This design comes from an exercise in tuning for small area and a short achievable clock period on the open sky130 flow, not from production work. Function was not checked in any run shown here: the RTL went through the layout flow alone. No activity file was given, so power comes from the tool's default toggle rates.

## flow/design.v (module list and top-level ports; edited modules follow where they fit)
// module fpm: 2925 lines
// module fadd: 4 lines
// module bsel: 5 lines
// module ao22: 3 lines
// module benc: 4 lines
// module hadd: 4 lines
module fpm(
    input [32:1] a,
    input [32:1] b,
    input clk,
    input rst,
    input in_valid,
    output [32:1] c,
    output out_valid
    );
  // ...
==> flow/flow/run.sh <==
#!/bin/bash
set -euo pipefail
export BUFFER_PORTS_ARGS="-buffer_cell sky130_fd_sc_hd__buf_2"
bash standard.sh > standard.log 2>&1
==> flow/standard.sh <==
#!/bin/bash
# synth_recipe.tcl (not shown) runs the flow's synth.tcl, then flattens the netlist and writes it again
# the make line also repeats each setting of config.mk as NAME=value (left out here)
make -C /OpenROAD-flow-scripts/flow DESIGN_CONFIG=/design/flow/config.mk WORK_HOME=/design/flow/orfs CLKGATE_MAP_FILE= SYNTH_SCRIPT=/design/flow/synth_recipe.tcl "${@:-finish}"
==> flow/config.mk <==
export PLATFORM = sky130hd
export DESIGN_NAME = fpm
export DESIGN_NICKNAME = fpm
export VERILOG_FILES = /design/flow/design.v
export SDC_FILE = /design/flow/constraint.sdc
export NUM_CORES = 4
export LEC_CHECK = 0
export CAP_MARGIN = 50
export CORE_MARGIN = 2
export CORE_UTILIZATION = 60
export CTS_BUF_LIST = sky130_fd_sc_hd__clkbuf_8
export CTS_CLUSTER_DIAMETER = 50
export CTS_CLUSTER_SIZE = 18
export SETUP_SLACK_MARGIN = 2.7
export SLEW_MARGIN = 70
export SYNTH_HIERARCHICAL = 1
export SYNTH_MINIMUM_KEEP_SIZE = 0
export TNS_END_PERCENT = 0
==> flow/constraint.sdc <==
create_clock -name core_clock -period 5.0 [get_ports {clk}]
set_input_delay 1.0000 -clock core_clock [delete_from_list [all_inputs] [get_ports {clk}]]
set_output_delay 1.0000 -clock core_clock [all_outputs]
set_load 0.01 [all_outputs]
==> impl_metrics.yaml, run 1 <==
pwr:
  irDropWorstVdd_mv: 0.5792
  power.switching_mw: 6.346
  pwr-share-clk: 0.117
  p_sw_frac: 0.4252
  power.internal_mw: 8.577
  p_seq_mw: 4.03
  top_power_group: "combinational cells"
clock_tree:
  cts_tree: "done"
  cts.sinks: 283
outcome:
  status: "finished clean"
logic_synthesis:
  yosysSeqAreaShare: 0.2801
  synth_top_area_frac: 0.2801
  yosysTopAreaCell: "dfxtp_1"
  synth_compound_area_frac: 0.1745
floorplanning:
  coreArea_um2: 33360
  dieArea_um2: 35200
  taps: 448
layout:
  n_all_buffers: 242
  multi_input_gates: 1397
  multi_input_area_um2: 15510
  fin_area_um2: 25020
  final-nonclk-buf-share: 0.09145
  instances_no_fill: 2491
critical_path:
  reg2reg_from: "q2_c766"
  r2r_slack_ns: 2.32
  endpoint: "q1_s777"
  crit_start: "b[17]"
placed_design:
  dp_slack_ns: 1.156
sta:
  hold_viol_final: 0
  fin_crit_sh: 0.5374
  period_minus_slack_ns: 2.687
  timing.final.ws_setup_ns: 2.313
detailed_routing:
  dr.pass1.iters: 5
  met3_wirelength_um: 6146
  drt_iter0_drc: 1554
global_route:
  grt.total_usage: 0.3480
==> run 2: changes to the inputs <==
--- a/flow/config.mk
+++ b/flow/config.mk
@@ -12,4 +12,5 @@
 export CTS_CLUSTER_DIAMETER = 50
 export CTS_CLUSTER_SIZE = 18
+export PLACE_DENSITY = 0.75
 export SETUP_SLACK_MARGIN = 2.7
 export SLEW_MARGIN = 70
==> impl_metrics.yaml, run 2 <==
detailed_routing:
  final_antenna_net_count: 0
  dr.pass1.iters: 5
  drt_iter0_drc: 1505
  drc: 0
  wire_per_inst_um: 23.99
  wl_um: 59720
  vias: 15926
  viasPerCell: 6.399
layout:
  mostFrequentLayoutCell: "dfxtp_1"
  n_antenna_cell: 0
  drive_above_1_share: 0.2264
  largest_register: "q_c"
  area_delta_synth_final_pct: 22.56
  finalNetCount: 2448
  mostFrequentLayoutCells: "dfxtp_1, xor2_1, a22o_1, fa_1, buf_4"
  reg_top3: "q_c (32), vld (3)"
  largest_reg_flops: 32
critical_path:
  crit_required_ns: 5.50
  cp-end-kind: "flip-flop"
  path_cells: "buf_16 > buf_12 > nand2b_4 > o22ai_4 > buf_12 > a22o_1 > xor2_1 > fa_2 > fa_2 > fa_1"
  critPathArrivalTime_ns: 3.20
  startpoint_type: "input pin"
  slowest_delay_ns: 0.46
  slowest_stage: "fa_1"
  critPathMaxFanout: 12
  criticalPathCategory: "input pin to flip-flop"
logic_synthesis:
  yosysSeqAreaShare: 0.2801
  synth_top_area_frac: 0.2801
  synth_enable_flop_cells: 0
  ys_top_cells_by_count: "xor2_1, dfxtp_1, a22o_1, fa_1, ha_1"
  syn_area_per_cell_um2: 11.56
  syn-cell-area_um2: 20230
  synthCells: 1750
  synth_async_sr_flop_share: 0
  synth_ff_type: "dfxtp_1"
  synthDistinctLibCells: 61
  ys_ff_latch: 283
  synth.most_common_cell: "xor2_1"
  yosysWarnings: 7
  yosysTopAreaCell: "dfxtp_1"
  ys_top_cells_by_area: "dfxtp_1, fa_1, xor2_1"
pwr:
  p_sw_frac: 0.4291
  power.switching_mw: 6.347
  power.internal_mw: 8.443
  seqPwrFrac: 0.273
  combPwrFrac: 0.610
  irDropWorstVdd_mv: 0.3665
  power_mw: 14.79
  pwr-share-clk: 0.117
  leakage_nw: 10.64
  power_density_nw_per_um2: 596.6
sta:
  fin_crit_sh: 0.5406
  fmax_ghz: 0.3700
  fin_setup_tns_ns: 0
  setup_viol: 0
  hold_viol_final: 0
  final-max-slew-violation-count: 0
  rsz0062_at_grt: "yes"
  fin_skew_ns: 0.03217
  period_minus_slack_ns: 2.703
  hold_ws_ns: 0.3296
global_route:
  grt_max_degree: 29
  antenna_found_initial: 2
  grt_pass1_vias: 16857
  grt.overflow.total: 0
  grt.total_usage: 0.3409
  grt_pass1_wl_um: 93610
clock_tree:
  clkLatencyLatePin_ns: 0.64
  htreeDepth: 1
  cts_tree: "done"
  clkTransAtPathRegs_ns: 0.09
  holdBufCountCts: 0
  cts_inserted_buffers: 29
  cts_root_buffer: "clkbuf_8"
  clockBufferDepth: 3
  cts.sinks: 283
placed_design:
  place_congestion: 0.8885
  port_buffers: 99
  detailed_place_hpwl_um: 39530
floorplanning:
  fp.dieW_um: 187.6
  io_pins: 100
  dieArea_um2: 35200
  initial_core_util: 0.6063
  std_cell_rows: 67
  fp.dieH_um: 187.6
  coreArea_um2: 33360
job:
  drv_cap: 0
worst_hold_path:
  worstHoldPathType: "flip-flop to flip-flop"
outcome:
  status: "finished clean"
run 2: cell counts after synthesis:
No cell type changed its count.
run 2: worst max-delay path: cells and delay by family:
family	cells	cell delay (ns)
buffers and inverters	3	0.43
AO/OA/AOI/OAI	2	0.39
XOR/XNOR	1	0.08
adder cells (fa/ha/maj)	3	1.23
AND/OR/NAND/NOR	1	0.05
run 2: kinds of logic after synthesis:
| group | Yosys count | share of synthesized area |
|---|---|---|
| XOR/XNOR | 340 | 0.1472 |
| other | 1 | 0.0001854 |
| adder cells (fa/ha/maj) | 362 | 0.3178 |
| flip-flops | 283 | 0.2801 |
| buffers and inverters | 93 | 0.01899 |
| AND/OR/NAND/NOR | 237 | 0.05975 |
| multiplexers | 3 | 0.001485 |
| AO/OA/AOI/OAI | 431 | 0.1745 |
run 2: per-stage QoR:
step / area (µm²) / instances / utilization / setup slack, ns
final: 24790 / 2489 / 0.7431 / 2.297
after detailed placement: 22220 / 2328 / 0.6659 / 1.151
after global routing: 24790 / 2489 / 0.7431 / 2.271
after CTS: 24530 / 2476 / 0.7352 / 2.418
after global placement: 21800 / 2316 / 0.6533 / 0.9575
after floorplan: 20700 / 1772 / - / 1.941
run 2: what timing repair did:
action                     CTS  global route
buffers inserted            87            11
gates resized for setup    138            24
setup endpoints to repair  191           188
gates cloned                 8             0
pin swaps                   57            22
hold endpoints to repair     0             0
run 2: area by class of cell:
| class | count | area, µm² |
|---|---|---|
| Clock inverter | 23 | 290.3 |
| Inverter | 68 | 259.0 |
| Tap cell | 448 | 560.5 |
| Timing Repair Buffer | 237 | 2161 |
| Clock buffer | 30 | 412.9 |
| Multi-Input combinational cell | 1400 | 15430 |
| Sequential cell | 283 | 5678 |
| Fill cell | 2231 | 8572 |
run 2: power by group through the flow:
stage / sequential, mW / combinational (mW) / clock [mW]
after floorplan: 3.94 / 5.57 / 0
final: 4.03 / 9.03 / 1.73
after global placement: 3.97 / 7.71 / 0
after detailed placement: 4.01 / 8.18 / 0
after global routing: 4.13 / 10.1 / 1.85
after CTS: 4.02 / 8.75 / 1.76
run 2: per-layer routing:
layer / share of wire / track usage / vias up
li1: - / - / 6747
met5: 0.00020 / 0 / -
met2: 0.46 / 0.5400 / 1055
met1: 0.39 / 0.4420 / 7895
met4: 0.042 / 0.1511 / 2
met3: 0.11 / 0.09021 / 227
run 2: modules after synthesis (local to each module, per instance):
module	cells	copies in the design
bsel	1	264
benc	4	20
fadd	1	251
fpm	857	1
ao22	1	264
hadd	1	34
run 2: final timing paths:
kind | startpoint | end | slack [ns] | cells past startpoint
worst max-delay path | b[6] | q1_s737 | 2.30 | 10
worst min-delay path | q1_w_e255 | q2_w_e255 | 0.33 | 0
worst max register to register | q2_c766 | q_c[13] | 2.39 | 9
worst min register to register | q1_w_e255 | q2_w_e255 | 0.33 | 0
==> run 3: changes to the inputs <==
--- a/flow/config.mk
+++ b/flow/config.mk
@@ -12,6 +12,5 @@
 export CTS_CLUSTER_DIAMETER = 50
 export CTS_CLUSTER_SIZE = 18
-export PLACE_DENSITY = 0.75
-export SETUP_SLACK_MARGIN = 2.7
+export SETUP_SLACK_MARGIN = 2.35
 export SLEW_MARGIN = 70
 export SYNTH_HIERARCHICAL = 1
==> impl_metrics.yaml, run 3 <==
outcome:
  status: "finished clean"
layout:
  mostFrequentLayoutCell: "dfxtp_1"
  finalNetCount: 2431
  largest_reg_flops: 32
  drive_above_1_share: 0.2164
  area_delta_synth_final_pct: 21.58
  fillers: 2413
  reg_top3: "q_c (32), vld (3)"
  mostFrequentLayoutCells: "dfxtp_1, xor2_1, a22o_1, fa_1, buf_4"
  fin_area_um2: 24590
  largest_register: "q_c"
global_route:
  antenna_found_initial: 1
  grt_pass1_vias: 15613
  grt.overflow.total: 0
  grt_pass1_wl_um: 89910
  grt.total_usage: 0.3345
  grt_max_degree: 29
clock_tree:
  clkLatencyLatePin_ns: 0.66
  htreeDepth: 1
  cts_inserted_buffers: 29
  cts.sinks: 283
  cts_root_buffer: "clkbuf_8"
  cts_tree: "done"
  clkTransAtPathRegs_ns: 0.10
  clockBufferDepth: 3
pwr:
  pwr-share-clk: 0.119
  power_mw: 14.70
  power.internal_mw: 8.457
  p_sw_frac: 0.4248
  power.switching_mw: 6.246
  combPwrFrac: 0.608
  leakage_nw: 10.47
  power_density_nw_per_um2: 597.8
  seqPwrFrac: 0.273
  irDropWorstVdd_mv: 0.5795
placed_design:
  port_buffers: 99
  place_area_um2: 22270
  place_congestion: 0.9096
  detailed_place_hpwl_um: 39890
sta:
  period_minus_slack_ns: 2.787
  fin_crit_sh: 0.5573
  fin_setup_tns_ns: 0
  hold_viol_final: 0
  setup_viol: 0
  fmax_ghz: 0.3589
  fin_skew_ns: 0.04958
  final-max-slew-violation-count: 0
  rsz0062_at_grt: "yes"
critical_path:
  slowest_delay_ns: 0.47
  critPathArrivalTime_ns: 3.30
  critPathTopFamily: "adder cells"
  critPathMaxFanout: 8
  r2r_slack_ns: 2.29
  cp-end-kind: "flip-flop"
  worst-path-stages: 8
  crit_start: "b[9]"
  crit_buf_inv: 1
  path_common_cell: "fa_2"
  criticalPathCategory: "input pin to flip-flop"
  regToRegEndpoint: "q_c[16]"
  reg2reg_from: "q2_s765"
  crit_required_ns: 5.51
  startpoint_type: "input pin"
  endpoint: "q1_s797"
  path_cells: "buf_4 > nand2b_1 > o22ai_4 > a22o_1 > xor2_1 > fa_2 > fa_2 > fa_1"
  slowest_stage: "fa_1"
  reg2regPathDepth: 11
logic_synthesis:
  synth_compound_area_frac: 0.1745
  yosys.area_share.simple: 0.05975
  synth_enable_flop_cells: 0
  synth.most_common_cell: "xor2_1"
  yosysTopAreaCell: "dfxtp_1"
  yosysSeqAreaShare: 0.2801
  ys_top_cells_by_area: "dfxtp_1, fa_1, xor2_1"
  synth_mux_area_frac: 0.001485
  synth_top_family_by_area: "adder cells"
  ys_ff_latch: 283
  synth_async_sr_flop_share: 0
  syn_area_per_cell_um2: 11.56
  synthCells: 1750
  yosysWarnings: 7
  syn-cell-area_um2: 20230
  synth_xor_area_frac: 0.1472
  synth_ff_type: "dfxtp_1"
  synthDistinctLibCells: 61
  ys_top_cells_by_count: "xor2_1, dfxtp_1, a22o_1, fa_1, ha_1"
  synthAdderAreaFrac: 0.3178
  synth_top_area_frac: 0.2801
job:
  drv_cap: 0
detailed_routing:
  viasPerCell: 6.209
  final_antenna_net_count: 0
  drc: 0
  wl_um: 59090
  dr.pass1.iters: 6
  vias: 15354
  drt_iter0_drc: 1445
  wire_per_inst_um: 23.89
floorplanning:
  initial_core_util: 0.6063
  fp.dieW_um: 187.6
  io_pins: 100
  fp.dieH_um: 187.6
  coreArea_um2: 33360
  std_cell_rows: 67
  dieArea_um2: 35200
worst_hold_path:
  min_from: "q1_w_S0_7"
  worstHoldPathType: "flip-flop to flip-flop"
run 3: cell counts after synthesis:
Identical to the previous run, type by type.
run 3: metal layers:
layer / track usage / vias to the layer above / wire length, µm
met2: 0.5174 / 854 / 26930
met4: 0.1323 / 0 / 1949
met3: 0.08141 / 144 / 5946
met5: 0 / - / 0
met1: 0.4556 / 7654 / 24270
li1: - / 6702 / -
run 3: logic make-up (layout without fill, tap and decap cells):
logic type / after synthesis / after routing
AND/OR/NAND/NOR: 237 / 237
multiplexers: 3 / 3
buffers and inverters: 93 / 344
other: 1 / 24
AO/OA/AOI/OAI: 431 / 432
adder cells (fa/ha/maj): 362 / 362
flip-flops: 283 / 283
XOR/XNOR: 340 / 340
run 3: per-module statistics from Yosys (local to each module, per instance):
| module | copies in the design | flops+latches | area, µm² | cells inside |
|---|---|---|---|---|
| fadd | 251 | 0 | 20.02 | 1 |
| benc | 20 | 0 | 31.28 | 4 |
| fpm | 1 | 283 | 9528 | 857 |
| bsel | 264 | 0 | 8.758 | 1 |
| hadd | 34 | 0 | 12.51 | 1 |
| ao22 | 264 | 0 | 8.758 | 1 |
run 3: cell type report:
| class | count | area [µm²] | share of cell area |
|---|---|---|---|
| tap | 448 | 560.5 | 0.02279 |
| clock inverter | 24 | 321.6 | 0.01307 |
| multi-input combinational | 1397 | 15440 | 0.6278 |
| inverter | 68 | 259.0 | 0.01053 |
| clock buffer | 29 | 399.1 | 0.01623 |
| antenna | 1 | 2.502 | 0.0001018 |
| timing repair buffer | 223 | 1939 | 0.07886 |
| sequential | 283 | 5672 | 0.2306 |
run 3: stage by stage:
step           setup WS, ns  hold slack (ns)    util  instances
2_1_floorplan         1.941           0.3096       -       1772
3_3_place_gp         0.9649           0.3104  0.6538       2318
3_5_place_dp          1.156           0.3121  0.6673       2329
4_1_cts               2.300           0.3252  0.7188       2441
5_1_grt               2.241           0.3345  0.7370       2472
6_report              2.213           0.3272  0.7371       2473
run 3: power by group through the flow:
| stage | Sequential (mW) | Clock, mW | Combinational [mW] |
|---|---|---|---|
| finish | 4.02 | 1.75 | 8.93 |
| global route | 4.12 | 1.88 | 10.1 |
| CTS | 4.00 | 1.78 | 8.69 |
| detailed placement | 4.00 | 0 | 8.15 |
| global placement | 3.97 | 0 | 7.80 |
| floorplan | 3.94 | 0 | 5.57 |
run 3: worst register-to-register path: cells and delay by family (launching register included):
kind	cells	cell delay (ns)
adders and majority gates	1	0.29
AOI/OAI and AO/OA	4	0.79
DFF	1	0.34
buffers and inverters	2	0.29
and+or+nand+nor	4	0.90
run 3: worst min path at each step:
stage	depth (start not counted)	to
global route	0	q2_w_S0_6
global placement	0	q2_w_S0_5
CTS	0	q2_w_S0_6
floorplan	0	q2_c954
finish	0	q2_w_S0_7
detailed placement	0	q2_w_S0_6
run 3: timing repair:
action,in CTS,in global routing
cloned,1,1
resized for setup,90,53
setup buffers,58,22
endpoints found under the setup margin,156,97
hold buffers,0,0
pin swaps,37,29

## re-timing with driven ports
How much do the figures lean on ideal ports? The routed layouts below were timed once more, with nothing changed but the port constraints.
Step 1 assumes that a clkbuf_16 drives the clock port and a buf_2 every other input.
Step 2 adds t to the input delays and takes it off the output delays; t is the mean of the earliest and latest rising clock arrival at the registers after step 1. Input paths then give back, and output paths get back, about the clock's delay inside the block.
Three values: ideal ports, drivers, drivers and shift; two values: the first two.
run	shift t [ns]	setup WS [ns]	worst data-port slew with drivers (ns)
run 1	0.689	2.313 / 2.283 / 1.594	0.15
run 2	0.681	2.297 / 2.197 / 1.516	0.26
run 3	0.692	2.213 / 2.235 / 1.543	0.11
After both steps setup and hold are still met in every run listed. The setup slack of run 2, which loses most, moves by -0.100 ns with the drivers and by -0.781 ns with both steps.
